From an optimization exercise on the open Yosys and OpenROAD flow, aimed at small area, a short achievable clock period and few clock cycles per item; shortcuts taken in it are not production practice. RTL that was checked went through simulation tests only; none was proved equivalent to the original. The RTL of runs 4 to 7 was laid out without a check of its function. The flow treats the clock pin as an ideal source, which a real chip does not have. Power is estimated from default activity; no workload was simulated.

File: flow/design.v
`default_nettype none
module wb_slave_register #(
    parameter ADDR_WIDTH = 16,
    parameter DATA_WIDTH = 32,
    parameter GRANULE = 8,
    parameter REGISTER_NUM = 16,
    parameter SEL_WIDTH = DATA_WIDTH / GRANULE
) (
    input wire rst_i,
    input wire clk_i,
    input wire [ADDR_WIDTH-1:0] adr_i,
    input wire [DATA_WIDTH-1:0] dat_i,
    output reg [DATA_WIDTH-1:0] dat_o,
    input wire [SEL_WIDTH-1:0] sel_i,
    input wire we_i,
    input wire stb_i,
    output wire ack_o,
    output wire err_o,
    input wire cyc_i
);
    reg [DATA_WIDTH-1:0] register_value [0:REGISTER_NUM-1];
    reg ack;
    reg err;
    wire in_range = (adr_i < REGISTER_NUM);
    wire [3:0] idx = adr_i[3:0];
    wire wr = ack & we_i;
    wire [DATA_WIDTH-1:0] wdata = dat_i & {DATA_WIDTH{~rst_i}};
    integer i, b;
    always @(posedge clk_i) begin
        for (i = 0; i < REGISTER_NUM; i = i + 1) begin
            for (b = 0; b < SEL_WIDTH; b = b + 1) begin
                if (rst_i | (wr & (idx == i) & sel_i[b])) begin
                    register_value[i][b*GRANULE+:GRANULE] <= wdata[b*GRANULE+:GRANULE];
                end
            end
        end
    end
    always @(posedge clk_i) begin
        if (rst_i) begin
            ack <= 1'b0;
            err <= 1'b0;
        end else begin
            ack <= stb_i & in_range & ~ack;
            err <= stb_i & ~in_range & ~err;
        end
    end
    wire [REGISTER_NUM-1:0] rsel;
    reg [DATA_WIDTH-1:0] rdata;
    genvar g;
    generate for (g = 0; g < REGISTER_NUM; g = g + 1) begin : dec
        assign rsel[g] = (idx == g);
    end endgenerate
    always @(*) begin
        rdata = {DATA_WIDTH{1'b0}};
        for (i = 0; i < REGISTER_NUM; i = i + 1)
            rdata = rdata | (register_value[i] & {DATA_WIDTH{rsel[i]}});
    end
    always @(posedge clk_i) begin
        dat_o <= rdata;
    end
    assign ack_o = ack;
    assign err_o = err;
endmodule
File: flow/run.sh
#!/bin/bash
# synth_recipe.tcl (not shown) runs the flow's synth.tcl, then flattens the netlist and writes it again
# the make line also repeats each setting of config.mk as NAME=value (left out here)
make -C /OpenROAD-flow-scripts/flow DESIGN_CONFIG=/design/flow/config.mk WORK_HOME=/design/flow/orfs CLKGATE_MAP_FILE= SYNTH_SCRIPT=/design/flow/synth_recipe.tcl finish
File: flow/constraint.sdc
create_clock -name core_clock -period 5.0 [get_ports {clk_i}]
set_input_delay 1.0000 -clock core_clock [delete_from_list [all_inputs] [get_ports {clk_i}]]
set_output_delay 1.0000 -clock core_clock [all_outputs]
set_load 0.01 [all_outputs]
File: flow/config.mk
export PLATFORM = sky130hd
export DESIGN_NAME = wb_slave_register
export DESIGN_NICKNAME = wb_slave_register
export VERILOG_FILES = /design/flow/design.v
export SDC_FILE = /design/flow/constraint.sdc
export NUM_CORES = 4
export LEC_CHECK = 0
export CAP_MARGIN = 20
export CORE_MARGIN = 2
export CORE_UTILIZATION = 60
export CTS_BUF_LIST = sky130_fd_sc_hd__clkbuf_16
export CTS_CLUSTER_DIAMETER = 80
export CTS_CLUSTER_SIZE = 32
export SETUP_SLACK_MARGIN = 3.05
export SLEW_MARGIN = 20
==> impl_metrics.py, run 1 <==
metrics = {
    "outcome": {
        "outcome": "timing/DRC/antenna clean",
    },
    "setup_path": {
        "cp_top_family": "flip-flops",
        "setup.worst_path.start": "ack$_SDFF_PP0_",
        "r2r-end": "register_value[6][10]$_DFFE_PP_",
        "r2r_setup_slack_ps": 3390,
        "path_cells": "buf_6",
        "rr_startpoint": "ack$_SDFF_PP0_",
        "end_kind": "output port",
        "worstRegToRegCells": 3,
        "crit_type": "flop to output port",
        "critPathLaunchType": "flop",
        "cp.arrival_ps": 1050,
        "max_stage_delay_ps": 370,
        "crit_path_max_fanout": 2,
        "cp-endpoint": "ack_o",
        "cp_num_cells": 1,
        "critPathBufInv": 1,
        "crit_slowest_cell": "dfxtp_4",
        "crit_required_ps": 4000,
    },
    "sta": {
        "slew_headroom_pct": 50.8,
        "setup_viol_count_final": 0,
        "final.setup_skew_ps": 35.7,
        "rsz0062_at_grt": "true",
        "post-route-period-util_pct": 41.1,
        "hold_viol": 0,
        "final_max_slew_viol_count": 0,
        "tightest_slew_ps": 734,
        "setup_tns_ps": 0,
        "fin_crit_ps": 2050,
        "clock.fmax_mhz": 487,
    },
    "clocking": {
        "htreeDepth": 1,
        "cts-root-to-sink-buffers": 3,
        "cts_tree": "built",
        "worstSkewPairLatency_ps": 570,
        "cts_buffers": 22,
        "postCtsHoldBufs": 0,
        "clk_pin_slew_ps": 110,
        "cts.sinks": 546,
        "clockRootBuffer": "clkbuf_16",
    },
    "route": {
        "firstDrtPassIters": 7,
        "wl_per_cell_um": 30.2,
        "drt_wl_total_mm": 53.6,
        "drc": 0,
        "ant_nets": 0,
        "vias_per_cell": 6.90,
        "vias": 12218,
        "initialDrtViolationCount": 1458,
    },
    "synthesis": {
        "synth_top_family_by_area": "compound AO/OA/AOI/OAI gates",
        "synth_area_per_cell_um2": 16.9,
        "synth.top_cell.area_share_pct": 75.0,
        "synth_simple_gate_area_share_pct": 2.94,
        "synthMuxAreaShare_pct": 0,
        "postSynthCellCount": 1212,
        "netlist_top_cells_area": "edfxtp_1 75%, a22oi_1 5.9%, a221oi_1 4.1%",
        "syn-cell-area_mm2": 0.0205,
        "ys_ff_latch": 546,
        "yosysUniqueCellTypes": 28,
        "ys_seq_area_share_pct": 78.3,
        "syn_nets": 1269,
        "synth-compound-area-share_pct": 16.4,
        "synthAdderAreaFrac_pct": 0,
        "ys_warn_count": 2,
        "synth.largest_area_cell": "edfxtp_1",
        "yosys.area_share.xor_xnor_pct": 0,
    },
    "cells_and_area": {
        "n_antenna_cell": 0,
        "fin_cells": 1772,
        "final_common_cell": "edfxtp_1",
        "final_nets": 1365,
        "area_growth_pct": 20.1,
        "drive_gt1_share_pct": 28.6,
        "final_cell_mix": "512 x edfxtp_1, 139 x a22oi_1, 64 x o22ai_1",
    },
    "floorplan": {
        "die_x_um": 189,
        "core_area_mm2": 0.0336,
        "dieArea_mm2": 0.0357,
        "die_h_um": 189,
        "start_util_pct": 61.0,
        "num_rows": 67,
        "io_pins": 91,
    },
    "power": {
        "p_leak_nw": 8.23,
        "vdd_ir_drop_max_v": 0.000356,
        "power_density_mw_per_mm2": 355,
    },
    "placed_design": {
        "dp.cells": 1675,
        "gp_congestion": 0.800,
        "io_buffers": 89,
        "dp_hpwl_mm": 28.5,
    },
    "grt": {
        "grt_max_degree": 68,
        "grt_pass1_wl_mm": 76.0,
        "grt_overflow": 0,
        "grt_usage_pct": 29.1,
        "antenna_found_initial": 0,
        "grt_pass1_vias": 11695,
    },
    "worst_hold_path": {
        "hold_path.class": "flop to flop",
        "hold_path_depth": 1,
    },
    "flow_run": {
        "max-cap-violations": 0,
    },
}
final cells by class:
cell class,instances,area (µm²)
clock inverters,17,139
flip-flops and latches,546,16100
fillers,2030,8990
clock buffers,23,576
well taps,448,561
repair buffers,166,1860
multi-input cells,572,5410
routing by layer:
metal / track usage (%) / vias to the layer above / part of all wire, %
met1: 41.6 / 6264 / 40
met3: 4.53 / 94 / 8.1
li1: - / 5247 / -
met4: 7.96 / 0 / 2.9
met2: 47.4 / 613 / 49
met5: 0 / - / 0
logic make-up after synthesis:
group | count (synthesis)
buffers and inverters | 103
flip-flops | 546
AND/OR/NAND/NOR | 115
AO/OA/AOI/OAI | 448
per-stage QoR:
stage / area (µm²) / setup slack [ps] / hold slack [ps] / total power [mW] / utilization, %
after floorplan: 21400 / 2860 / 465 / 6.07 / -
after global placement: 22500 / 1100 / 407 / 6.40 / 67.0
after detailed placement: 22500 / 1040 / 423 / 6.43 / 67.0
after CTS: 24000 / 2940 / 428 / 8.68 / 71.5
after global routing: 24600 / 2920 / 443 / 8.98 / 73.2
final: 24600 / 2950 / 427 / 8.73 / 73.2
Yosys cell counts (all sizes together):
cell type    n
and2         2
nand4        1
buf         48
and3         4
nand3        5
or2          5
nor2        38
clkbuf      55
a22oi      160
a21oi       32
a21o        44
nand2        4
a211o       32
dfxtp       34
o21bai      20
nor4         4
nor3b        1
nand2b       7
nor2b       37
a221oi      96
nor3         7
edfxtp     512
o22ai       64
where the power goes:
group | switching, mW | internal, mW | leakage (nW) | total (mW)
clock | 1.35 | 0.925 | 0.379 | 2.28
sequential | 0.121 | 5.41 | 5.22 | 5.53
combinational | 0.550 | 0.373 | 2.63 | 0.923
total | 2.02 | 6.71 | 8.23 | 8.73
sequential cells by signal (all words and copies together) (netlist names):
register and count:
ack 1, register_value 512, err 1, dat_o 32
repair_timing:
item	CTS	global route
endpoints found under the hold margin	0	0
gates cloned	6	9
resized for setup	310	64
pin swaps	17	8
endpoints found under the setup margin	1008	360
buffers inserted	30	12
worst min-delay path by stage:
stage	endpoint	slack (ps)	start
after floorplan	err$_SDFF_PP0_	470	err$_SDFF_PP0_
after global placement	err$_SDFF_PP0_	410	err$_SDFF_PP0_
after detailed placement	err$_SDFF_PP0_	420	err$_SDFF_PP0_
after CTS	err$_SDFF_PP0_	430	err$_SDFF_PP0_
after global routing	err$_SDFF_PP0_	440	err$_SDFF_PP0_
final	err$_SDFF_PP0_	430	err$_SDFF_PP0_
Testbench counts, summed over its fixed seeds: cycles 14,392, items 4,800.
==> inputs of run 2 (changes only) <==
==> flow/flow/run.sh (new file) <==
#!/bin/bash
# The standard layout, with the port buffers that buffer_ports inserts made
# from the smallest plain buffer instead of the delay buffer it picks by
# default; the resizer upsizes the ones on critical paths as usual.
set -euo pipefail
export BUFFER_PORTS_ARGS="-buffer_cell sky130_fd_sc_hd__buf_1"
bash standard.sh finish > standard_flow.log 2>&1
==> flow/standard.sh (new file) <==
#!/bin/bash
# synth_recipe.tcl (not shown) runs the flow's synth.tcl, then flattens the netlist and writes it again
# the make line also repeats each setting of config.mk as NAME=value (left out here)
make -C /OpenROAD-flow-scripts/flow DESIGN_CONFIG=/design/flow/config.mk WORK_HOME=/design/flow/orfs CLKGATE_MAP_FILE= SYNTH_SCRIPT=/design/flow/synth_recipe.tcl "${@:-finish}"
--- a/flow/config.mk
+++ b/flow/config.mk
@@ -8,8 +8,8 @@
 export CAP_MARGIN = 20
 export CORE_MARGIN = 2
 export CORE_UTILIZATION = 60
-export CTS_BUF_LIST = sky130_fd_sc_hd__clkbuf_16
-export CTS_CLUSTER_DIAMETER = 80
-export CTS_CLUSTER_SIZE = 32
+export CTS_BUF_LIST = sky130_fd_sc_hd__clkbuf_8
+export CTS_CLUSTER_DIAMETER = 60
+export CTS_CLUSTER_SIZE = 16
 export SETUP_SLACK_MARGIN = 3.05
 export SLEW_MARGIN = 20
removed: flow/run.sh
==> impl_metrics.py, run 2 <==
metrics = {
    "clocking": {
        "htreeDepth": 2,
        "worstSkewPairLatency_ps": 590,
        "clk_pin_slew_ps": 90,
        "clockRootBuffer": "clkbuf_8",
        "cts-root-to-sink-buffers": 3,
        "cts_buffers": 40,
        "cts.sinks": 546,
        "postCtsHoldBufs": 0,
        "cts_tree": "built",
    },
    "sta": {
        "rsz0062_at_grt": "true",
        "slew_headroom_pct": 32.5,
        "fin_crit_ps": 2120,
        "post-route-period-util_pct": 42.3,
        "setup_viol_count_final": 0,
        "final.setup_skew_ps": 23.6,
        "tightest_slew_ps": 1010,
        "final_max_slew_viol_count": 0,
        "setup_tns_ps": 0,
        "clock.fmax_mhz": 473,
        "setup_ws_ps": 2880,
        "hold_viol": 0,
    },
    "synthesis": {
        "synthTopCellsByCount": "512 x edfxtp_1, 160 x a22oi_1, 96 x a221oi_1",
        "synthMuxAreaShare_pct": 0,
        "yosysUniqueCellTypes": 28,
        "ys_warn_count": 2,
        "synth_top_family_by_area": "compound AO/OA/AOI/OAI gates",
        "ys_seq_area_share_pct": 78.3,
        "syn-cell-area_mm2": 0.0205,
        "synth_simple_gate_area_share_pct": 2.94,
        "synth_most_common_cell": "edfxtp_1",
        "synthFlopType": "edfxtp_1",
        "synth.top_cell.area_share_pct": 75.0,
        "netlist_top_cells_area": "edfxtp_1 75%, a22oi_1 5.9%, a221oi_1 4.1%",
        "synthAdderAreaFrac_pct": 0,
        "postSynthCellCount": 1212,
        "async_flop_share_pct": 0,
        "ys_ff_latch": 546,
        "synth-compound-area-share_pct": 16.4,
        "synth.largest_area_cell": "edfxtp_1",
        "yosys.area_share.xor_xnor_pct": 0,
        "synth_area_per_cell_um2": 16.9,
        "synth_edf_count": 512,
        "syn_nets": 1269,
    },
    "setup_path": {
        "worst_path_most_repeated_cell": "buf_12",
        "max_stage_delay_ps": 320,
        "r2r-end": "register_value[3][18]$_DFFE_PP_",
        "crit_required_ps": 5450,
        "r2r_setup_slack_ps": 3320,
        "path_cells": "buf_12 > buf_12 > buf_12 > nor2b_4 > buf_8 > buf_12 > buf_16 > a221oi_2 > nor2_1 > a211o_1",
        "crit_slowest_cell": "a211o_1",
        "cp-endpoint": "dat_o[24]$_DFF_P_",
        "end_kind": "flop",
        "cp_num_cells": 10,
        "crit_type": "primary input to flop",
        "crit_path_max_fanout": 8,
        "cp_top_family": "buffers and inverters",
        "critPathLaunchType": "primary input",
        "setup.worst_path.start": "adr_i[3]",
        "cp.arrival_ps": 2570,
        "critPathBufInv": 6,
        "rr_startpoint": "ack$_SDFF_PP0_",
        "worstRegToRegCells": 3,
    },
    "cells_and_area": {
        "largest_reg_flops": 512,
        "drive_gt1_share_pct": 35.5,
        "top_regs": "register_value (512), dat_o (32)",
        "fillCellCount": 1909,
        "fin_cells": 1855,
        "final_area_mm2": 0.0256,
        "area_growth_pct": 24.8,
        "regMostFlops": "register_value",
        "n_antenna_cell": 0,
        "final_nets": 1436,
        "final_common_cell": "edfxtp_1",
        "final_cell_mix": "512 x edfxtp_1, 109 x a22oi_1, 64 x buf_4",
    },
    "placed_design": {
        "io_buffers": 89,
        "place_area_mm2": 0.0220,
        "dp.cells": 1673,
        "pre_cts_ws_ps": 1560,
        "gp_congestion": 0.791,
        "dp_hpwl_mm": 28.4,
    },
    "route": {
        "firstDrtPassIters": 7,
        "drc": 0,
        "wl_per_cell_um": 32.7,
        "initialDrtViolationCount": 1643,
        "ant_nets": 0,
        "drt_wl_total_mm": 60.7,
        "vias_per_cell": 7.01,
        "vias": 13006,
    },
    "floorplan": {
        "dieArea_mm2": 0.0357,
        "num_rows": 67,
        "io_pins": 91,
        "die_x_um": 189,
        "start_util_pct": 61.0,
        "die_h_um": 189,
        "core_area_mm2": 0.0336,
    },
    "power": {
        "power_density_mw_per_mm2": 346,
        "power.total_mw": 8.84,
        "vdd_ir_drop_max_v": 0.000291,
        "p_leak_nw": 8.70,
    },
    "grt": {
        "grt_overflow": 0,
        "antenna_found_initial": 1,
        "grt_usage_pct": 32.5,
        "grt_pass1_vias": 12171,
        "grt_pass1_wl_mm": 82.5,
        "grt_max_degree": 60,
    },
    "outcome": {
        "outcome": "timing/DRC/antenna clean",
    },
    "worst_hold_path": {
        "hold_path.class": "flop to flop",
        "worstHoldStart": "err$_SDFF_PP0_",
    },
    "flow_run": {
        "max-cap-violations": 0,
    },
}
[run 2: cell counts after synthesis]
Identical to the previous run, type by type.
[run 2: final cells by class]
type / count / area [µm²] / area share [%]
multi-input cells: 570 / 5770 / 22.6
flip-flops and latches: 546 / 16100 / 62.8
repair buffers: 221 / 2450 / 9.57
well taps: 448 / 561 / 2.19
clock inverters: 27 / 131 / 0.514
clock buffers: 43 / 592 / 2.31
[run 2: cell families (layout without fill, tap and decap cells)]
group                  after synthesis  after routing
AOI/OAI and AO/OA                  448            448
and+or+nand+nor                    115            122
buffers and inverters              103            291
DFF                                546            546
[run 2: stage by stage]
stage	hold slack [ps]	utilization, %
2_1_floorplan	465	-
3_3_place_gp	405	65.3
3_5_place_dp	425	65.3
4_1_cts	428	72.7
5_1_grt	443	76.1
6_report	422	76.1
[run 2: how the worst min path moves through the flow]
stage,endpoint,cells after the start
after floorplan,err$_SDFF_PP0_,1
after global placement,err$_SDFF_PP0_,1
after detailed placement,err$_SDFF_PP0_,1
after CTS,err$_SDFF_PP0_,1
after global routing,err$_SDFF_PP0_,1
final,err$_SDFF_PP0_,1
[run 2: timing repair]
action / CTS / global route
setup endpoints to repair: 1076 / 510
resized for setup: 224 / 106
setup buffers: 47 / 31
cloned: 25 / 9
pin swaps: 43 / 34
[run 2: metal layers]
layer,routed length [µm],global-route usage (%),part of all wire (%)
met1,23800,47.5,39
met5,14,0,0.023
met2,28800,50.1,47
met3,6250,6.44,10
met4,1780,10.3,2.9
[run 2: report_power, final]
part           switching, mW  internal [mW]  total, mW  leakage, nW
clock network           1.39          0.853       2.24        0.457
registers              0.137           5.41       5.55         5.22
logic                  0.622          0.428       1.05         3.03
total                   2.15           6.69       8.84         8.70
==> inputs of run 3 (changes only) <==
==> flow/flow/run.sh (replaced) <==
#!/bin/bash
# The standard layout, with one change after clock tree synthesis: the tree's
# root buffer, which drives only the few buffers of the tree's first level,
# is removed and the clock port drives those buffers directly. Every
# register's clock still goes through the same number of buffers of the
# tree, so the skew between registers is unchanged.
set -euo pipefail
res=orfs/results/${FLOW_PLATFORM}/wb_slave_register/base
bash standard.sh cts > flow_1_to_cts.log 2>&1
openroad -no_init -exit flow/unroot.tcl > flow_2_unroot.log 2>&1
bash standard.sh finish > flow_3_to_finish.log 2>&1
==> flow/flow/unroot.tcl (new file) <==
set odb_file orfs/results/$::env(FLOW_PLATFORM)/wb_slave_register/base/4_cts.odb
read_db $odb_file
set block [ord::get_db_block]
set clk_net [$block findNet clk_i]
set loads [$clk_net getITerms]
if {[llength $loads] != 1} {
  puts "clk_i drives [llength $loads] cell pins; nothing changed"
  exit 0
}
set root [[lindex $loads 0] getInst]
set master [[$root getMaster] getName]
if {![string match "sky130_fd_sc_hd__clkbuf_*" $master]} {
  puts "clk_i drives $master; nothing changed"
  exit 0
}
set out_net [[$root findITerm X] getNet]
set sinks {}
foreach it [$out_net getITerms] {
  if {[$it getInst] != $root} { lappend sinks $it }
}
if {[llength $sinks] > 4} {
  puts "root buffer drives [llength $sinks] pins; nothing changed"
  exit 0
}
puts "removing [$root getName] ($master), moving [llength $sinks] pins to clk_i"
foreach it $sinks {
  $it disconnect
  $it connect $clk_net
  puts "  [[$it getInst] getName]/[[$it getMTerm] getName]"
}
[$root findITerm A] disconnect
odb::dbInst_destroy $root
odb::dbNet_destroy $out_net
write_db $odb_file
puts "done"
==> impl_metrics.py, run 3 <==
metrics = {
    "route": {
        "ant_nets": 0,
        "firstDrtPassIters": 6,
        "wl_per_cell_um": 33.4,
        "vias_per_cell": 7.06,
        "drt_wl_total_mm": 62.6,
        "drc": 0,
        "vias": 13231,
        "initialDrtViolationCount": 1697,
    },
    "synthesis": {
        "synthTopCellsByCount": "512 x edfxtp_1, 160 x a22oi_1, 96 x a221oi_1",
        "syn-cell-area_mm2": 0.0205,
        "synth_edf_count": 512,
        "netlist_top_cells_area": "edfxtp_1 75%, a22oi_1 5.9%, a221oi_1 4.1%",
        "ys_warn_count": 2,
        "synth.top_cell.area_share_pct": 75.0,
        "synthFlopType": "edfxtp_1",
        "async_flop_share_pct": 0,
        "ys_seq_area_share_pct": 78.3,
        "yosysUniqueCellTypes": 28,
        "synth.largest_area_cell": "edfxtp_1",
        "synth_most_common_cell": "edfxtp_1",
        "synth_area_per_cell_um2": 16.9,
        "postSynthCellCount": 1212,
        "syn_nets": 1269,
        "ys_ff_latch": 546,
    },
    "clocking": {
        "clk_pin_slew_ps": 100,
        "cts_tree": "built",
        "cts.sinks": 546,
        "cts-root-to-sink-buffers": 3,
        "cts_buffers": 40,
        "clockRootBuffer": "clkbuf_8",
        "htreeDepth": 2,
        "postCtsHoldBufs": 0,
        "worstSkewPairLatency_ps": 420,
    },
    "cells_and_area": {
        "area_growth_pct": 29.4,
        "drive_gt1_share_pct": 38.4,
        "top_regs": "register_value (512), dat_o (32)",
        "final_common_cell": "edfxtp_1",
        "regMostFlops": "register_value",
        "seq_area_mm2": 0.0161,
        "final_cell_mix": "512 x edfxtp_1, 118 x a22oi_1, 66 x a221oi_2",
        "fillCellCount": 1721,
        "multi_input_area_mm2": 0.00618,
        "final_nets": 1454,
        "final_area_mm2": 0.0265,
        "largest_reg_flops": 512,
        "n_antenna_cell": 0,
    },
    "setup_path": {
        "worst_path_most_repeated_cell": "buf_12",
        "crit_required_ps": 5340,
        "crit_type": "primary input to flop",
        "crit_slowest_cell": "o22ai_1",
        "path_cells": "buf_12 > buf_12 > buf_4 > nor2b_2 > buf_8 > a22oi_1 > o22ai_1 > a211o_1",
        "crit_path_max_fanout": 22,
        "critPathBufInv": 4,
        "end_kind": "flop",
        "critPathLaunchType": "primary input",
        "cp.arrival_ps": 2460,
        "cp_top_family": "buffers and inverters",
        "max_stage_delay_ps": 290,
    },
    "sta": {
        "slew_headroom_pct": 50.5,
        "post-route-period-util_pct": 42.4,
        "hold_viol": 0,
        "final.setup_skew_ps": 25.0,
        "rsz0062_at_grt": "true",
        "setup_tns_ps": 0,
        "final_max_slew_viol_count": 0,
        "setup_viol_count_final": 0,
        "fin_crit_ps": 2120,
        "clock.fmax_mhz": 471,
        "tightest_slew_ps": 738,
    },
    "floorplan": {
        "core_area_mm2": 0.0336,
        "die_x_um": 189,
        "num_rows": 67,
        "start_util_pct": 61.0,
        "die_h_um": 189,
        "io_pins": 91,
        "dieArea_mm2": 0.0357,
    },
    "worst_hold_path": {
        "hold_path.class": "flop to flop",
    },
    "grt": {
        "grt_max_degree": 68,
        "globalRouteMet1Util_pct": 41.8,
        "antenna_found_initial": 0,
        "grt_usage_pct": 29.2,
        "grt_pass1_vias": 11811,
        "grt_overflow": 0,
        "use_met2_pct": 46.8,
        "busiest_layer": "met2",
        "grtUsageMet3_pct": 5.20,
        "grt_pass1_wl_mm": 76.2,
    },
    "power": {
        "power_density_mw_per_mm2": 332,
        "vdd_ir_drop_max_v": 0.000253,
        "p_leak_nw": 9.09,
    },
    "outcome": {
        "outcome": "timing/DRC/antenna clean",
    },
    "placed_design": {
        "place_area_mm2": 0.0225,
        "io_buffers": 89,
        "dp_hpwl_mm": 28.5,
        "gp_congestion": 0.800,
    },
    "flow_run": {
        "max-cap-violations": 0,
    },
}
## run 3: what timing repair did
item                                    4_1_cts  5_1_grt
endpoints found under the setup margin      989      778
gates cloned                                  6       35
resized for setup                           306      237
pin swaps                                    15       74
buffers inserted                             29       59
## run 3: metrics by stage
step | util [%] | std cells | hold slack [ps] | total power, mW | setup WS, ps
after floorplan | - | 1212 | 465 | 6.07 | 2860
after global placement | 67.0 | 1675 | 407 | 6.40 | 1100
after CTS | 71.3 | 1781 | 426 | 8.53 | 2940
after global routing | 78.9 | 1874 | 456 | 9.04 | 2850
after detailed placement | 67.0 | 1675 | 423 | 6.43 | 1040
final | 78.9 | 1874 | 427 | 8.81 | 2880
## run 3: per-layer routing
metal | routed length (µm) | vias to the layer above | share of wire (%)
li1 | - | 5427 | -
met1 | 24000 | 6804 | 38
met2 | 30300 | 847 | 48
met3 | 5890 | 153 | 9.4
met4 | 2390 | 0 | 3.8
met5 | 0 | - | 0
## run 3: logic make-up (layout without fill, tap and decap cells)
family	count (synthesis)	after routing	share of synthesized area, %
flops	546	546	78.3
compound gates	448	448	16.4
simple gates	115	123	2.94
buf+inv	103	309	2.31
## run 3: final timing paths
kind,start,endpoint,slack [ps],depth (start not counted)
worst max-delay path,adr_i[3],dat_o[26]$_DFF_P_,2880,8
worst min-delay path,err$_SDFF_PP0_,err$_SDFF_PP0_,430,1
worst max register to register,ack$_SDFF_PP0_,register_value[3][13]$_DFFE_PP_,3390,3
worst min register to register,err$_SDFF_PP0_,err$_SDFF_PP0_,430,1
## run 3: layout make-up
cell class | instances | share of cell area, %
Timing Repair Buffer | 239 | 11.5
Clock buffer | 41 | 2.13
Sequential cell | 546 | 60.6
Multi-Input combinational cell | 571 | 23.3
Tap cell | 448 | 2.11
Clock inverter | 29 | 0.425
## run 3: power by group
group / switching, mW / internal [mW] / total (mW)
registers: 0.152 / 5.41 / 5.57
logic: 0.645 / 0.481 / 1.13
clock network: 1.34 / 0.770 / 2.11
total: 2.14 / 6.67 / 8.81
==> inputs of run 4 (changes only) <==
--- a/flow/design.v
+++ b/flow/design.v
@@ -23,13 +23,23 @@
     reg err;
     wire in_range = (adr_i < REGISTER_NUM);
     wire [3:0] idx = adr_i[3:0];
+    wire [REGISTER_NUM-1:0] rsel;
+    genvar g, gb;
+    wbr_dec4 u_dec (.a(idx), .y(rsel));
     wire wr = ack & we_i;
+    wire [REGISTER_NUM-1:0] wrow = rsel & {REGISTER_NUM{wr}};
+    wire [SEL_WIDTH-1:0] lane_en [0:REGISTER_NUM-1];
+    generate for (g = 0; g < REGISTER_NUM; g = g + 1) begin : wen
+        for (gb = 0; gb < SEL_WIDTH; gb = gb + 1) begin : lane
+            wbr_a21o u_en (.a1(wrow[g]), .a2(sel_i[gb]), .b1(rst_i), .y(lane_en[g][gb]));
+        end
+    end endgenerate
     wire [DATA_WIDTH-1:0] wdata = dat_i & {DATA_WIDTH{~rst_i}};
     integer i, b;
     always @(posedge clk_i) begin
         for (i = 0; i < REGISTER_NUM; i = i + 1) begin
             for (b = 0; b < SEL_WIDTH; b = b + 1) begin
-                if (rst_i | (wr & (idx == i) & sel_i[b])) begin
+                if (lane_en[i][b]) begin
                     register_value[i][b*GRANULE+:GRANULE] <= wdata[b*GRANULE+:GRANULE];
                 end
             end
@@ -44,20 +54,49 @@
             err <= stb_i & ~in_range & ~err;
         end
     end
-    wire [REGISTER_NUM-1:0] rsel;
-    reg [DATA_WIDTH-1:0] rdata;
-    genvar g;
-    generate for (g = 0; g < REGISTER_NUM; g = g + 1) begin : dec
-        assign rsel[g] = (idx == g);
+    wire [DATA_WIDTH-1:0] rdata;
+    generate for (gb = 0; gb < DATA_WIDTH; gb = gb + 1) begin : rmux
+        wire [5:0] t;
+        for (g = 0; g < 5; g = g + 1) begin : grp
+            wbr_aoi222 u_t (
+                .a1(register_value[3*g][gb]),   .a2(rsel[3*g]),
+                .b1(register_value[3*g+1][gb]), .b2(rsel[3*g+1]),
+                .c1(register_value[3*g+2][gb]), .c2(rsel[3*g+2]),
+                .y(t[g]));
+        end
+        wbr_nand2 u_t5 (.a(register_value[15][gb]), .b(rsel[15]), .y(t[5]));
+        wire n0, n1;
+        wbr_nand3 u_n0 (.a(t[0]), .b(t[1]), .c(t[2]), .y(n0));
+        wbr_nand3 u_n1 (.a(t[3]), .b(t[4]), .c(t[5]), .y(n1));
+        wbr_or2 u_o (.a(n0), .b(n1), .y(rdata[gb]));
     end endgenerate
-    always @(*) begin
-        rdata = {DATA_WIDTH{1'b0}};
-        for (i = 0; i < REGISTER_NUM; i = i + 1)
-            rdata = rdata | (register_value[i] & {DATA_WIDTH{rsel[i]}});
-    end
     always @(posedge clk_i) begin
         dat_o <= rdata;
     end
     assign ack_o = ack;
     assign err_o = err;
 endmodule
+module wbr_dec4 (input wire [3:0] a, output wire [15:0] y);
+    genvar k;
+    generate for (k = 0; k < 16; k = k + 1) begin : d
+        assign y[k] = (a == k);
+    end endgenerate
+endmodule
+module wbr_aoi222 (
+    input wire a1, input wire a2, input wire b1, input wire b2,
+    input wire c1, input wire c2, output wire y
+);
+    assign y = ~((a1 & a2) | (b1 & b2) | (c1 & c2));
+endmodule
+module wbr_nand2 (input wire a, input wire b, output wire y);
+    assign y = ~(a & b);
+endmodule
+module wbr_nand3 (input wire a, input wire b, input wire c, output wire y);
+    assign y = ~(a & b & c);
+endmodule
+module wbr_or2 (input wire a, input wire b, output wire y);
+    assign y = a | b;
+endmodule
+module wbr_a21o (input wire a1, input wire a2, input wire b1, output wire y);
+    assign y = (a1 & a2) | b1;
+endmodule
--- a/flow/config.mk
+++ b/flow/config.mk
@@ -13,3 +13,5 @@
 export CTS_CLUSTER_SIZE = 16
 export SETUP_SLACK_MARGIN = 3.05
 export SLEW_MARGIN = 20
+export SYNTH_HIERARCHICAL = 1
+export SYNTH_MINIMUM_KEEP_SIZE = 0
==> impl_metrics.py, run 4 <==
metrics = {
    "route": {
        "ant_nets": 0,
        "initialDrtViolationCount": 2149,
        "drt_wl_total_mm": 53.7,
        "firstDrtPassIters": 8,
        "vias": 11505,
        "drc": 0,
        "wl_per_cell_um": 32.9,
        "vias_per_cell": 7.04,
    },
    "cells_and_area": {
        "drive_gt1_share_pct": 26.5,
        "largest_reg_flops": 512,
        "final_cell_mix": "512 x edfxtp_1, 160 x a222oi_1, 64 x nand3_1",
        "final_common_cell": "edfxtp_1",
        "top_regs": "register_value (512), dat_o (32)",
        "area_growth_pct": 21.8,
        "regMostFlops": "register_value",
        "final_nets": 1262,
        "fillCellCount": 1861,
    },
    "setup_path": {
        "crit_type": "primary input to flop",
        "cp.arrival_ps": 2630,
        "r2r_setup_slack_ps": 3390,
        "end_kind": "flop",
        "critPathLaunchType": "primary input",
        "crit_required_ps": 5300,
        "r2r-end": "dat_o[19]$_DFF_P_",
        "rr_startpoint": "register_value[0][19]$_DFFE_PP_",
        "worstRegToRegCells": 3,
        "crit_path_max_fanout": 7,
    },
    "synthesis": {
        "synth.largest_area_cell": "edfxtp_1",
        "synth_most_common_cell": "edfxtp_1",
        "synthFlopType": "edfxtp_1",
        "postSynthCellCount": 978,
        "syn-cell-area_mm2": 0.0194,
        "synth.top_cell.area_share_pct": 79.1,
        "ys_warn_count": 9,
        "syn_nets": 1035,
        "ys_ff_latch": 546,
        "synth_edf_count": 512,
        "synthTopCellsByCount": "512 x edfxtp_1, 160 x a222oi_1, 64 x a21o_1, 64 x nand3_1, 34 x dfxtp_1",
        "netlist_top_cells_area": "edfxtp_1 79%, a222oi_1 8.2%, dfxtp_1 3.5%",
        "synth_area_per_cell_um2": 19.9,
        "yosysUniqueCellTypes": 23,
        "async_flop_share_pct": 0,
        "ys_seq_area_share_pct": 82.6,
    },
    "power": {
        "p_leak_nw": 8.30,
        "vdd_ir_drop_max_v": 0.000282,
        "power_density_mw_per_mm2": 352,
        "power.total_mw": 8.33,
    },
    "floorplan": {
        "num_rows": 65,
        "die_x_um": 184,
        "die_h_um": 184,
        "io_pins": 91,
        "dieArea_mm2": 0.0338,
        "start_util_pct": 61.3,
        "core_area_mm2": 0.0317,
    },
    "flow_run": {
        "max-cap-violations": 0,
    },
    "clocking": {
        "worstSkewPairLatency_ps": 410,
        "cts-root-to-sink-buffers": 3,
        "cts_tree": "built",
        "clk_pin_slew_ps": 100,
        "cts_buffers": 40,
        "htreeDepth": 2,
        "clockRootBuffer": "clkbuf_8",
        "cts.sinks": 546,
    },
    "placed_design": {
        "dp_hpwl_mm": 25.4,
        "io_buffers": 89,
        "gp_congestion": 0.741,
        "pre_cts_ws_ps": 1130,
    },
    "worst_hold_path": {
        "hold_path_depth": 2,
        "whs_endpoint": "err$_SDFF_PP0_",
        "hold_path.class": "flop to flop",
        "worstHoldStart": "err$_SDFF_PP0_",
    },
    "sta": {
        "post-route-period-util_pct": 46.6,
        "clock.fmax_mhz": 429,
        "setup_tns_ps": 0,
        "rsz0062_at_grt": "true",
        "hold_viol": 0,
        "final.setup_skew_ps": 18.4,
        "tightest_slew_ps": 687,
        "fin_crit_ps": 2330,
        "slew_headroom_pct": 54.0,
        "setup_viol_count_final": 0,
        "final_max_slew_viol_count": 0,
        "setup_ws_ps": 2670,
    },
    "grt": {
        "grt_usage_pct": 31.5,
        "grt_overflow": 0,
        "grt_pass1_vias": 10991,
        "antenna_found_initial": 1,
        "grt_max_degree": 62,
        "grt_pass1_wl_mm": 75.1,
    },
    "outcome": {
        "outcome": "timing/DRC/antenna clean",
    },
}
-- run 4: worst max-delay path by stage --
stage | startpoint | to | cells after the start
finish | adr_i[3] | dat_o[22]$_DFF_P_ | 8
global route | adr_i[3] | register_value[2][0]$_DFFE_PP_ | 4
CTS | ack$_SDFF_PP0_ | ack_o | 1
detailed placement | adr_i[0] | register_value[5][29]$_DFFE_PP_ | 5
global placement | adr_i[0] | register_value[5][29]$_DFFE_PP_ | 5
floorplan | adr_i[3] | register_value[4][0]$_DFFE_PP_ | 4
-- run 4: logic make-up after synthesis --
group,count (synthesis),share of synthesized area (%)
flip-flops,546,82.6
AND/OR/NAND/NOR,198,6.27
buffers and inverters,9,0.348
AO/OA/AOI/OAI,225,10.7
-- run 4: area by class of cell --
class,instances,area [µm²],area share (%)
sequential,546,16100,67.9
multi-input combinational,429,4100,17.3
timing repair buffer,189,2310,9.77
clock buffer,43,592,2.50
tap,402,503,2.13
clock inverter,24,93.8,0.397
antenna,1,2.50,0.0106
-- run 4: what timing repair did --
action | in CTS | in global routing
hold buffers | 0 | 0
pin swaps | 50 | 33
buffers inserted | 51 | 13
gates resized for setup | 326 | 68
setup endpoints to repair | 955 | 769
gates cloned | 24 | 2
-- run 4: metrics by stage --
step / cells / util (%) / cell area, µm² / hold slack [ps]
floorplan: 978 / - / 19800 / 512
global placement: 1476 / 66.9 / 21200 / 488
detailed placement: 1476 / 66.9 / 21200 / 497
CTS: 1619 / 73.5 / 23300 / 508
global route: 1634 / 74.6 / 23700 / 539
finish: 1634 / 74.6 / 23700 / 504
-- run 4: worst max-delay path, stage by stage --
cell and delay, ps:
buf_16 100, and4bb_4 250, buf_12 140, buf_12 130, buf_4 130, a222oi_1 450, nand3_1 190, or2_1 240
-- run 4: power by group --
part           switching, mW  internal (mW)  leakage [nW]
sequential             0.102           5.41          5.22
combinational          0.416          0.293          2.65
clock                   1.32          0.797         0.432
total                   1.83           6.50          8.30
-- run 4: modules after synthesis, one instance, submodules excluded --
module             flops+latches  copies in the design  cell area [µm²]
wbr_nand3                      0                    64             5.00
wbr_aoi222                     0                   160             10.0
wbr_or2                        0                    32             6.26
wbr_a21o                       0                    64             7.51
wb_slave_register            546                     1            16400
wbr_dec4                       0                     1              277
wbr_nand2                      0                    32             3.75
-- run 4: per-layer routing --
| layer | global-route usage [%] | share of wire (%) |
|---|---|---|
| met4 | 10.8 | 3.3 |
| met5 | 0 | 0 |
| met2 | 47.9 | 46 |
| met1 | 46.0 | 38 |
| met3 | 6.97 | 12 |
==> inputs of run 5 (changes only) <==
==> flow/run.sh (new file) <==
#!/bin/bash
# synth_recipe.tcl (not shown) runs the flow's synth.tcl, then flattens the netlist and writes it again
# the make line also repeats each setting of config.mk as NAME=value (left out here)
make -C /OpenROAD-flow-scripts/flow DESIGN_CONFIG=/design/flow/config.mk WORK_HOME=/design/flow/orfs CLKGATE_MAP_FILE= SYNTH_SCRIPT=/design/flow/synth_recipe.tcl finish
removed: flow/flow/run.sh
removed: flow/flow/unroot.tcl
removed: flow/standard.sh
==> impl_metrics.py, run 5 <==
metrics = {
    "outcome": {
        "outcome": "timing/DRC/antenna clean",
    },
    "grt": {
        "antenna_found_initial": 1,
        "grt_pass1_vias": 10989,
        "grt_max_degree": 62,
        "grt_usage_pct": 31.6,
        "grt_pass1_wl_mm": 75.1,
        "grt_overflow": 0,
    },
    "synthesis": {
        "synthTopCellsByCount": "512 x edfxtp_1, 160 x a222oi_1, 64 x a21o_1, 64 x nand3_1, 34 x dfxtp_1",
        "async_flop_share_pct": 0,
        "syn_nets": 1035,
        "synth_edf_count": 512,
        "netlist_top_cells_area": "edfxtp_1 79%, a222oi_1 8.2%, dfxtp_1 3.5%",
        "ys_warn_count": 9,
        "synth_most_common_cell": "edfxtp_1",
        "ys_ff_latch": 546,
        "ys_seq_area_share_pct": 82.6,
        "postSynthCellCount": 978,
        "synth.top_cell.area_share_pct": 79.1,
        "synth_area_per_cell_um2": 19.9,
        "syn-cell-area_mm2": 0.0194,
        "synthFlopType": "edfxtp_1",
        "yosysUniqueCellTypes": 23,
        "synth.largest_area_cell": "edfxtp_1",
    },
    "flow_run": {
        "max-cap-violations": 0,
    },
    "floorplan": {
        "die_x_um": 184,
        "dieArea_mm2": 0.0338,
        "die_h_um": 184,
        "core_area_mm2": 0.0317,
        "io_pins": 91,
        "num_rows": 65,
        "start_util_pct": 61.3,
    },
    "sta": {
        "slew_headroom_pct": 48.8,
        "setup_tns_ps": 0,
        "final_max_slew_viol_count": 0,
        "final.setup_skew_ps": 17.9,
        "clock.fmax_mhz": 478,
        "hold_viol": 0,
        "post-route-period-util_pct": 41.9,
        "fin_crit_ps": 2090,
        "tightest_slew_ps": 768,
        "setup_viol_count_final": 0,
        "rsz0062_at_grt": "true",
    },
    "route": {
        "firstDrtPassIters": 9,
        "vias_per_cell": 7.02,
        "wirelength_met1_mm": 20.9,
        "ant_nets": 0,
        "wl_per_cell_um": 32.7,
        "route.met3.wl_mm": 6.13,
        "topRoutingLayerUsed": "met4",
        "drc": 0,
        "initialDrtViolationCount": 2200,
        "drt_wl_total_mm": 53.4,
        "vias": 11459,
        "met2_length_mm": 24.8,
    },
    "cells_and_area": {
        "largest_reg_flops": 512,
        "regMostFlops": "register_value",
        "fin_cells": 1632,
        "final_common_cell": "edfxtp_1",
        "final_nets": 1260,
        "area_growth_pct": 21.1,
        "drive_gt1_share_pct": 26.3,
        "fin_util_pct": 74.2,
        "final_cell_mix": "512 x edfxtp_1, 160 x a222oi_1, 64 x nand3_1",
        "top_regs": "register_value (512), dat_o (32)",
    },
    "clocking": {
        "clk_pin_slew_ps": 90,
        "cts-root-to-sink-buffers": 3,
        "cts_tree": "built",
        "worstSkewPairLatency_ps": 590,
        "cts.sinks": 546,
        "cts_buffers": 40,
        "htreeDepth": 2,
        "clockRootBuffer": "clkbuf_8",
        "postCtsHoldBufs": 0,
    },
    "placed_design": {
        "io_buffers": 89,
        "gp_congestion": 0.741,
        "dp_hpwl_mm": 25.4,
        "dp.cells": 1476,
    },
    "power": {
        "vdd_ir_drop_max_v": 0.000280,
        "p_leak_nw": 8.26,
        "power_density_mw_per_mm2": 356,
    },
    "setup_path": {
        "crit_type": "primary input to flop",
        "cp.arrival_ps": 2360,
        "crit_path_max_fanout": 8,
        "crit_required_ps": 5270,
        "critPathLaunchType": "primary input",
        "end_kind": "flop",
    },
    "worst_hold_path": {
        "hold_path.class": "flop to flop",
    },
}
run 5: power by group:
group          switching (mW)  internal [mW]  leakage [nW]
clock                    1.34          0.813         0.439
combinational           0.410          0.291          2.60
sequential              0.103           5.41          5.22
total                    1.86           6.52          8.26
run 5: layout make-up:
class / count / area (µm²)
tap: 402 / 503
sequential: 546 / 16100
timing repair buffer: 186 / 2320
multi-input combinational: 429 / 3930
clock inverter: 24 / 93.8
clock buffer: 44 / 606
fill: 1891 / 8200
antenna: 1 / 2.50
run 5: per-stage QoR:
stage               power (mW)  hold WS [ps]  setup WS [ps]  area, µm²
finish                    8.37           504           2910      23500
global route              8.62           539           2910      23500
CTS                       8.35           508           2950      23300
detailed placement        6.21           497           1130      21200
global placement          6.19           488           1150      21200
floorplan                 5.88           512           2090      19800
run 5: cell families after synthesis:
logic type,Yosys count,synth area share (%)
AO/OA/AOI/OAI,225,10.7
buffers and inverters,9,0.348
flip-flops,546,82.6
AND/OR/NAND/NOR,198,6.27
run 5: metal layers:
metal / vias to the layer above / track usage (%)
met2: 746 / 47.9
met1: 5819 / 46.0
li1: 4794 / -
met5: - / 0
met3: 100 / 7.27
met4: 0 / 10.8
run 5: modules after synthesis, one instance, submodules excluded:
module,flip-flops and latches,cell area [µm²]
wbr_or2,0,6.26
wbr_aoi222,0,10.0
wbr_dec4,0,277
wbr_nand3,0,5.00
wbr_a21o,0,7.51
wb_slave_register,546,16400
wbr_nand2,0,3.75
run 5: what timing repair did:
item	4_1_cts	5_1_grt
gates resized for setup	326	40
endpoints found under the setup margin	955	293
pin swaps	50	28
gates cloned	24	2
setup buffers	51	10
run 5: final timing paths:
| path | start | to | slack [ps] | depth (start not counted) |
|---|---|---|---|---|
| max | adr_i[3] | register_value[2][0]$_DFFE_PP_ | 2910 | 4 |
| max reg2reg | ack$_SDFF_PP0_ | register_value[7][22]$_DFFE_PP_ | 3280 | 3 |
| min | err$_SDFF_PP0_ | err$_SDFF_PP0_ | 500 | 2 |
| min reg2reg | err$_SDFF_PP0_ | err$_SDFF_PP0_ | 500 | 2 |
run 5: worst max-delay path: stages:
cell,delay (ps)
buf_16,120
nor4b_4,610
and3_4,380
a21o_4,250
==> inputs of run 6 (changes only) <==
--- a/flow/design.v
+++ b/flow/design.v
@@ -25,7 +25,9 @@
     wire [3:0] idx = adr_i[3:0];
     wire [REGISTER_NUM-1:0] rsel;
     genvar g, gb;
-    wbr_dec4 u_dec (.a(idx), .y(rsel));
+    generate for (g = 0; g < REGISTER_NUM; g = g + 1) begin : dec
+        assign rsel[g] = (idx == g);
+    end endgenerate
     wire wr = ack & we_i;
     wire [REGISTER_NUM-1:0] wrow = rsel & {REGISTER_NUM{wr}};
     wire [SEL_WIDTH-1:0] lane_en [0:REGISTER_NUM-1];
@@ -76,12 +78,6 @@
     assign ack_o = ack;
     assign err_o = err;
 endmodule
-module wbr_dec4 (input wire [3:0] a, output wire [15:0] y);
-    genvar k;
-    generate for (k = 0; k < 16; k = k + 1) begin : d
-        assign y[k] = (a == k);
-    end endgenerate
-endmodule
 module wbr_aoi222 (
     input wire a1, input wire a2, input wire b1, input wire b2,
     input wire c1, input wire c2, output wire y
==> impl_metrics.py, run 6 <==
metrics = {
    "outcome": {
        "outcome": "timing/DRC/antenna clean",
    },
    "placed_design": {
        "place_area_mm2": 0.0212,
        "dp_hpwl_mm": 26.1,
        "io_buffers": 89,
        "gp_congestion": 0.813,
    },
    "cells_and_area": {
        "final_area_mm2": 0.0237,
        "final_common_cell": "edfxtp_1",
        "drive_gt1_share_pct": 28.4,
        "largest_reg_flops": 512,
        "final_cell_mix": "512 x edfxtp_1, 160 x a222oi_1, 64 x nand3_1",
        "fillCellCount": 1866,
        "area_growth_pct": 22.7,
        "final_nets": 1290,
        "regMostFlops": "register_value",
        "top_regs": "register_value (512), dat_o (32)",
    },
    "synthesis": {
        "synthMuxAreaShare_pct": 0,
        "synth.largest_area_cell": "edfxtp_1",
        "synth_most_common_cell": "edfxtp_1",
        "postSynthCellCount": 988,
        "synth-compound-area-share_pct": 10.8,
        "ys_warn_count": 9,
        "synthTopCellsByCount": "512 x edfxtp_1, 160 x a222oi_1, 64 x a21o_1, 64 x nand3_1",
        "ys_ff_latch": 546,
        "synth_area_per_cell_um2": 19.5,
        "syn-cell-area_mm2": 0.0193,
        "syn_nets": 1045,
        "async_flop_share_pct": 0,
        "yosys.area_share.xor_xnor_pct": 0,
        "synth_top_family_by_area": "compound AO/OA/AOI/OAI gates",
        "yosysUniqueCellTypes": 23,
        "ys_seq_area_share_pct": 83.3,
        "synthFlopType": "edfxtp_1",
        "synthAdderAreaFrac_pct": 0,
        "synth.top_cell.area_share_pct": 79.8,
        "synth_simple_gate_area_share_pct": 5.66,
        "netlist_top_cells_area": "edfxtp_1 80%, a222oi_1 8.3%, dfxtp_1 3.5%",
        "synth_edf_count": 512,
    },
    "clocking": {
        "htreeDepth": 2,
        "clk_pin_slew_ps": 100,
        "cts_buffers": 40,
        "cts.sinks": 546,
        "worstSkewPairLatency_ps": 580,
        "cts_tree": "built",
        "cts-root-to-sink-buffers": 3,
        "clockRootBuffer": "clkbuf_8",
    },
    "setup_path": {
        "crit_required_ps": 5470,
        "end_kind": "flop",
        "max_stage_delay_ps": 450,
        "setup.worst_path.start": "adr_i[2]",
        "critPathBufInv": 4,
        "crit_slowest_cell": "a222oi_1",
        "cp_top_family": "simple AND/OR/NAND/NOR gates",
        "crit_path_max_fanout": 6,
        "cp.arrival_ps": 2650,
        "path_cells": "buf_12 > or2_4 > buf_6 > nor3_4 > buf_6 > buf_12 > a222oi_1 > nand3_1 > or2_1",
        "crit_type": "primary input to flop",
        "critPathLaunchType": "primary input",
        "rr_startpoint": "ack$_SDFF_PP0_",
    },
    "grt": {
        "grt_usage_pct": 30.4,
        "grt_overflow": 0,
        "antenna_found_initial": 1,
        "grt_pass1_wl_mm": 72.6,
        "grt_pass1_vias": 10962,
        "grt_max_degree": 61,
    },
    "sta": {
        "final_max_slew_viol_count": 0,
        "final.setup_skew_ps": 17.3,
        "setup_viol_count_final": 0,
        "tightest_slew_ps": 887,
        "rsz0062_at_grt": "true",
        "hold_viol": 0,
        "post-route-period-util_pct": 43.6,
        "setup_tns_ps": 0,
        "clock.fmax_mhz": 459,
        "slew_headroom_pct": 40.7,
        "fin_crit_ps": 2180,
    },
    "route": {
        "drt_wl_total_mm": 52.5,
        "initialDrtViolationCount": 2205,
        "firstDrtPassIters": 7,
        "ant_nets": 0,
        "vias": 11501,
        "vias_per_cell": 6.92,
        "drc": 0,
        "wl_per_cell_um": 31.6,
    },
    "floorplan": {
        "die_x_um": 183,
        "io_pins": 91,
        "dieArea_mm2": 0.0336,
        "num_rows": 65,
        "core_area_mm2": 0.0316,
        "start_util_pct": 61.1,
        "die_h_um": 183,
    },
    "power": {
        "power_density_mw_per_mm2": 352,
        "seq_power_share_pct": 66.2,
        "p_switching_mw": 1.86,
        "power_frac_clock_pct": 25.2,
        "p_sw_share_pct": 22.3,
        "power_frac_comb_pct": 8.6,
        "p_leak_nw": 8.22,
        "vdd_ir_drop_max_v": 0.000272,
        "internal_power_mw": 6.48,
    },
    "worst_hold_path": {
        "worstHoldStart": "err$_SDFF_PP0_",
        "hold_path.class": "flop to flop",
    },
    "flow_run": {
        "max-cap-violations": 0,
    },
}
==> run 6: what timing repair did <==
| action | in CTS | in global routing |
|---|---|---|
| hold buffers | 0 | 0 |
| cloned | 13 | 3 |
| pin swaps | 61 | 37 |
| endpoints found under the setup margin | 927 | 363 |
| buffers inserted | 76 | 11 |
| resized for setup | 354 | 51 |
==> run 6: kinds of logic after synthesis <==
| family | Yosys count |
|---|---|
| flip-flops | 546 |
| AO/OA/AOI/OAI | 225 |
| AND/OR/NAND/NOR | 209 |
| buffers and inverters | 8 |
==> run 6: path summary, 6_finish.rpt <==
check	endpoint	slack [ps]	depth (start not counted)
hold reg to reg	err$_SDFF_PP0_	520	2
setup reg to reg	register_value[0][3]$_DFFE_PP_	3130	4
setup / recovery	dat_o[9]$_DFF_P_	2820	9
hold / removal	err$_SDFF_PP0_	520	2
==> run 6: layout make-up <==
| cell class | instances | area (µm²) | area share (%) |
|---|---|---|---|
| diodes | 1 | 2.50 | 0.0106 |
| clock buffers | 41 | 564 | 2.39 |
| clock inverters | 27 | 109 | 0.460 |
| multi-input cells | 442 | 4110 | 17.4 |
| flip-flops and latches | 546 | 16100 | 68.0 |
| well taps | 402 | 503 | 2.13 |
| repair buffers | 203 | 2290 | 9.68 |
==> run 6: power by group through the flow <==
stage                     combinational [mW]  clock (mW)  sequential, mW
final                                  0.717        2.10            5.52
after global routing                   0.752        2.27            5.55
after CTS                              0.675        2.13            5.51
after detailed placement               0.604           0            5.62
after global placement                 0.596           0            5.60
after floorplan                        0.270           0            5.61
==> run 6: Yosys stat by module (local to each module, per instance) <==
module,copies in the design,cells,area (µm²),flip-flops and latches
wbr_aoi222,160,1,10.0,0
wbr_or2,32,1,6.26,0
wb_slave_register,1,636,16500,546
wbr_nand3,64,1,5.00,0
wbr_nand2,32,1,3.75,0
wbr_a21o,64,1,7.51,0
==> run 6: through the flow <==
stage	power (mW)	cells	utilization, %	setup WS (ps)	hold slack, ps
2_1_floorplan	5.88	988	-	2590	512
3_3_place_gp	6.19	1490	67.1	1200	493
3_5_place_dp	6.22	1490	67.1	1210	509
4_1_cts	8.32	1647	73.7	2940	517
5_1_grt	8.58	1662	75.0	2840	547
6_report	8.34	1662	75.0	2820	522
==> run 6: layer usage <==
layer | wire (µm) | track usage, % | vias up
li1 | - | - | 4819
met1 | 20500 | 44.0 | 5829
met2 | 24400 | 47.2 | 725
met3 | 5290 | 5.06 | 128
met4 | 2250 | 11.9 | 0
met5 | 0 | 0 | -
==> run 6: worst reg2reg max path, cell delays in order (launching register included) <==
cell and delay (ps):
dfxtp_4 360, buf_4 180, nand4bb_4 250, nor2_2 390, a21o_2 350
==> inputs of run 7 (changes only) <==
--- a/flow/design.v
+++ b/flow/design.v
@@ -25,11 +25,10 @@
     wire [3:0] idx = adr_i[3:0];
     wire [REGISTER_NUM-1:0] rsel;
     genvar g, gb;
-    generate for (g = 0; g < REGISTER_NUM; g = g + 1) begin : dec
-        assign rsel[g] = (idx == g);
-    end endgenerate
+    wbr_dec4 u_dec (.a(idx), .y(rsel));
     wire wr = ack & we_i;
-    wire [REGISTER_NUM-1:0] wrow = rsel & {REGISTER_NUM{wr}};
+    wire [REGISTER_NUM-1:0] wrow;
+    wbr_wdec4 u_wdec (.a(idx), .en(wr), .y(wrow));
     wire [SEL_WIDTH-1:0] lane_en [0:REGISTER_NUM-1];
     generate for (g = 0; g < REGISTER_NUM; g = g + 1) begin : wen
         for (gb = 0; gb < SEL_WIDTH; gb = gb + 1) begin : lane
@@ -78,6 +77,18 @@
     assign ack_o = ack;
     assign err_o = err;
 endmodule
+module wbr_dec4 (input wire [3:0] a, output wire [15:0] y);
+    genvar k;
+    generate for (k = 0; k < 16; k = k + 1) begin : d
+        assign y[k] = (a == k);
+    end endgenerate
+endmodule
+module wbr_wdec4 (input wire [3:0] a, input wire en, output wire [15:0] y);
+    genvar k;
+    generate for (k = 0; k < 16; k = k + 1) begin : d
+        assign y[k] = en & (a == k);
+    end endgenerate
+endmodule
 module wbr_aoi222 (
     input wire a1, input wire a2, input wire b1, input wire b2,
     input wire c1, input wire c2, output wire y
==> impl_metrics.py, run 7 <==
metrics = {
    "outcome": {
        "outcome": "timing/DRC/antenna clean",
    },
    "synthesis": {
        "synth_edf_count": 512,
        "ys_seq_area_share_pct": 82.6,
        "syn-cell-area_mm2": 0.0194,
        "postSynthCellCount": 984,
        "synth.top_cell.area_share_pct": 79.1,
        "synthFlopType": "edfxtp_1",
        "async_flop_share_pct": 0,
        "yosysUniqueCellTypes": 28,
        "synthTopCellsByCount": "512 x edfxtp_1, 160 x a222oi_1, 65 x nand3_1",
        "syn_nets": 1041,
        "ys_ff_latch": 546,
        "ys_warn_count": 9,
        "netlist_top_cells_area": "edfxtp_1 79%, a222oi_1 8.2%, dfxtp_1 3.5%",
        "synth.largest_area_cell": "edfxtp_1",
        "synth_most_common_cell": "edfxtp_1",
        "synth_area_per_cell_um2": 19.8,
    },
    "floorplan": {
        "die_x_um": 184,
        "io_pins": 91,
        "dieArea_mm2": 0.0339,
        "core_area_mm2": 0.0317,
        "num_rows": 65,
        "start_util_pct": 61.3,
        "die_h_um": 184,
    },
    "flow_run": {
        "max-cap-violations": 0,
    },
    "grt": {
        "grt_usage_pct": 28.3,
        "grt_max_degree": 56,
        "grt_pass1_wl_mm": 68.8,
        "grt_pass1_vias": 10742,
        "grt_overflow": 0,
        "antenna_found_initial": 1,
    },
    "route": {
        "ant_nets": 0,
        "drt_wl_total_mm": 47.4,
        "vias": 10984,
        "drc": 0,
        "initialDrtViolationCount": 1649,
        "vias_per_cell": 6.71,
        "firstDrtPassIters": 9,
        "wl_per_cell_um": 29.0,
    },
    "setup_path": {
        "crit_type": "primary input to flop",
        "worstRegToRegCells": 7,
        "worst_path_most_repeated_cell": "buf_12",
        "r2r-end": "register_value[11][30]$_DFFE_PP_",
        "critPathBufInv": 5,
        "setup.worst_path.start": "adr_i[3]",
        "rr_startpoint": "ack$_SDFF_PP0_",
        "end_kind": "flop",
        "critPathLaunchType": "primary input",
        "crit_required_ps": 5470,
        "crit_path_max_fanout": 7,
        "cp_top_family": "simple AND/OR/NAND/NOR gates",
        "crit_slowest_cell": "a222oi_1",
        "cp-endpoint": "dat_o[31]$_DFF_P_",
        "max_stage_delay_ps": 380,
        "cp.arrival_ps": 2620,
        "path_cells": "buf_12 > buf_8 > and4bb_4 > buf_6 > buf_12 > buf_16 > a222oi_1 > nand3_1 > or2_1",
        "cp_num_cells": 9,
        "r2r_setup_slack_ps": 3050,
    },
    "sta": {
        "clock.fmax_mhz": 466,
        "tightest_slew_ps": 874,
        "rsz0062_at_grt": "true",
        "setup_viol_count_final": 0,
        "setup_tns_ps": 0,
        "final_max_slew_viol_count": 0,
        "final.setup_skew_ps": 18.7,
        "whs_ps": 536,
        "post-route-period-util_pct": 43.0,
        "slew_headroom_pct": 41.8,
        "fin_crit_ps": 2150,
        "hold_viol": 0,
    },
    "worst_hold_path": {
        "worstHoldStart": "register_value[15][1]$_DFFE_PP_",
        "hold_path.class": "flop to flop",
    },
    "clocking": {
        "cts_tree": "built",
        "clockRootBuffer": "clkbuf_8",
        "clk_pin_slew_ps": 100,
        "worstSkewPairLatency_ps": 580,
        "cts_buffers": 40,
        "htreeDepth": 2,
        "cts.sinks": 546,
        "cts-root-to-sink-buffers": 3,
    },
    "cells_and_area": {
        "largest_reg_flops": 512,
        "area_growth_pct": 21.0,
        "top_regs": "register_value (512), dat_o (32)",
        "final_cell_mix": "512 x edfxtp_1, 160 x a222oi_1, 64 x nand3_1",
        "final_nets": 1261,
        "final_area_mm2": 0.0235,
        "drive_gt1_share_pct": 26.7,
        "regMostFlops": "register_value",
        "final_common_cell": "edfxtp_1",
    },
    "power": {
        "power.total_mw": 8.35,
        "p_leak_nw": 8.19,
        "vdd_ir_drop_max_v": 0.000334,
        "power_density_mw_per_mm2": 355,
    },
    "placed_design": {
        "dp_hpwl_mm": 26.3,
        "gp_congestion": 0.739,
        "io_buffers": 89,
        "place_area_mm2": 0.0215,
    },
}
## run 7: changes by cell type after synthesis, sizes merged, moves of 2 or more
cell	delta
clkbuf	-2
nor2	-16
nand3b	+2
nor4b	+4
and4bb	+6
nand2b	-2
and4b	+4
nand4b	-2
## run 7: worst min path at each step
stage	end	slack [ps]	cells past startpoint
detailed placement	err$_SDFF_PP0_	510	2
CTS	err$_SDFF_PP0_	510	2
finish	dat_o[1]$_DFF_P_	540	3
floorplan	dat_o[10]$_DFF_P_	510	3
global route	dat_o[25]$_DFF_P_	560	3
global placement	err$_SDFF_PP0_	500	2
## run 7: worst reg2reg max path, cell delays in order, from the launching register on
cell      delay (ps)
dfxtp_2          350
buf_6            100
and2_4           170
buf_6            120
nand3b_1         170
buf_6            190
nor2_4           250
a21o_4           290
## run 7: area by class of cell
class / count / area [µm²]
clock inverters: 31 / 148
repair buffers: 183 / 2130
multi-input cells: 433 / 4100
diodes: 1 / 2.50
well taps: 402 / 503
clock buffers: 41 / 564
fillers: 1854 / 8190
flip-flops and latches: 546 / 16100
## run 7: cells by family (layout without fill, tap and decap cells)
logic type,count (synthesis),after routing,share of synthesized area (%)
flip-flops,546,546,82.6
AND/OR/NAND/NOR,206,208,6.39
other,0,1,0
buffers and inverters,7,255,0.309
AO/OA/AOI/OAI,225,225,10.7
## run 7: per-module statistics from Yosys (local to each module, per instance)
module / area [µm²] / flip-flops and latches
wbr_dec4: 277 / 0
wbr_or2: 6.26 / 0
wbr_a21o: 7.51 / 0
wb_slave_register: 16300 / 546
wbr_aoi222: 10.0 / 0
wbr_nand2: 3.75 / 0
wbr_wdec4: 118 / 0
wbr_nand3: 5.00 / 0
## run 7: metal layers
| metal | part of all wire [%] | routed length [µm] | vias to the layer above | track usage, % |
|---|---|---|---|---|
| li1 | - | - | 4789 | - |
| met1 | 40 | 19200 | 5586 | 40.2 |
| met2 | 49 | 23200 | 519 | 46.7 |
| met3 | 7.3 | 3480 | 90 | 3.27 |
| met4 | 3.2 | 1520 | 0 | 9.09 |
| met5 | 0 | 0 | - | 0 |
## run 7: per-stage QoR
stage | cells | utilization (%) | worst slack (ps)
floorplan | 984 | - | 2490
global placement | 1491 | 67.8 | 1010
detailed placement | 1491 | 67.8 | 919
CTS | 1626 | 73.4 | 2920
global route | 1637 | 74.2 | 2790
finish | 1637 | 74.2 | 2850
## run 7: what timing repair did
action                                  4_1_cts  5_1_grt
pin swaps                                    66       49
buffers inserted                             52       10
endpoints found under the setup margin      914      393
resized for setup                           315       52
hold buffers                                  0        0
cloned                                       11        0
## run 7: power breakdown
| part | total, mW | switching (mW) | internal [mW] |
|---|---|---|---|
| clock network | 2.15 | 1.32 | 0.825 |
| logic | 0.682 | 0.391 | 0.291 |
| registers | 5.52 | 0.107 | 5.42 |
| total | 8.35 | 1.82 | 6.53 |

-- static timing again, ports no longer ideal --
No port has a modelled driver above. Below, the same layouts with a new extraction and two added sets of constraints. Step 1, drivers: a clkbuf_16 drives clk_i and a buf_2 each remaining input, both assumed. Step 2 moves the port delays by t, midway between the first and last clock arrival at a register: inputs arrive t later, outputs are due t later. That takes back most of the time a late clock gives input paths. Three values: no drivers, after step 1, after step 2; two values: the first two.
run	shift t [ns]	slack for setup (ns)	worst slew at a driven data input, ns
run 1	0.614	2.945 / 2.892 / 2.415	0.10
run 2	0.628	2.884 / 2.866 / 2.238	0.11
run 3	0.484	2.879 / 2.815 / 2.331	0.21
run 4	0.478	2.670 / 2.494 / 2.016	0.31
run 5	0.623	2.907 / 2.704 / 2.082	0.31
run 6	0.617	2.820 / 2.803 / 2.186	0.12
run 7	0.625	2.852 / 2.816 / 2.191	0.08
After both steps setup and hold are still met in every run listed. For run 5, which loses most, drivers alone change the setup slack by -0.203 ns; drivers and shift together by -0.825 ns.
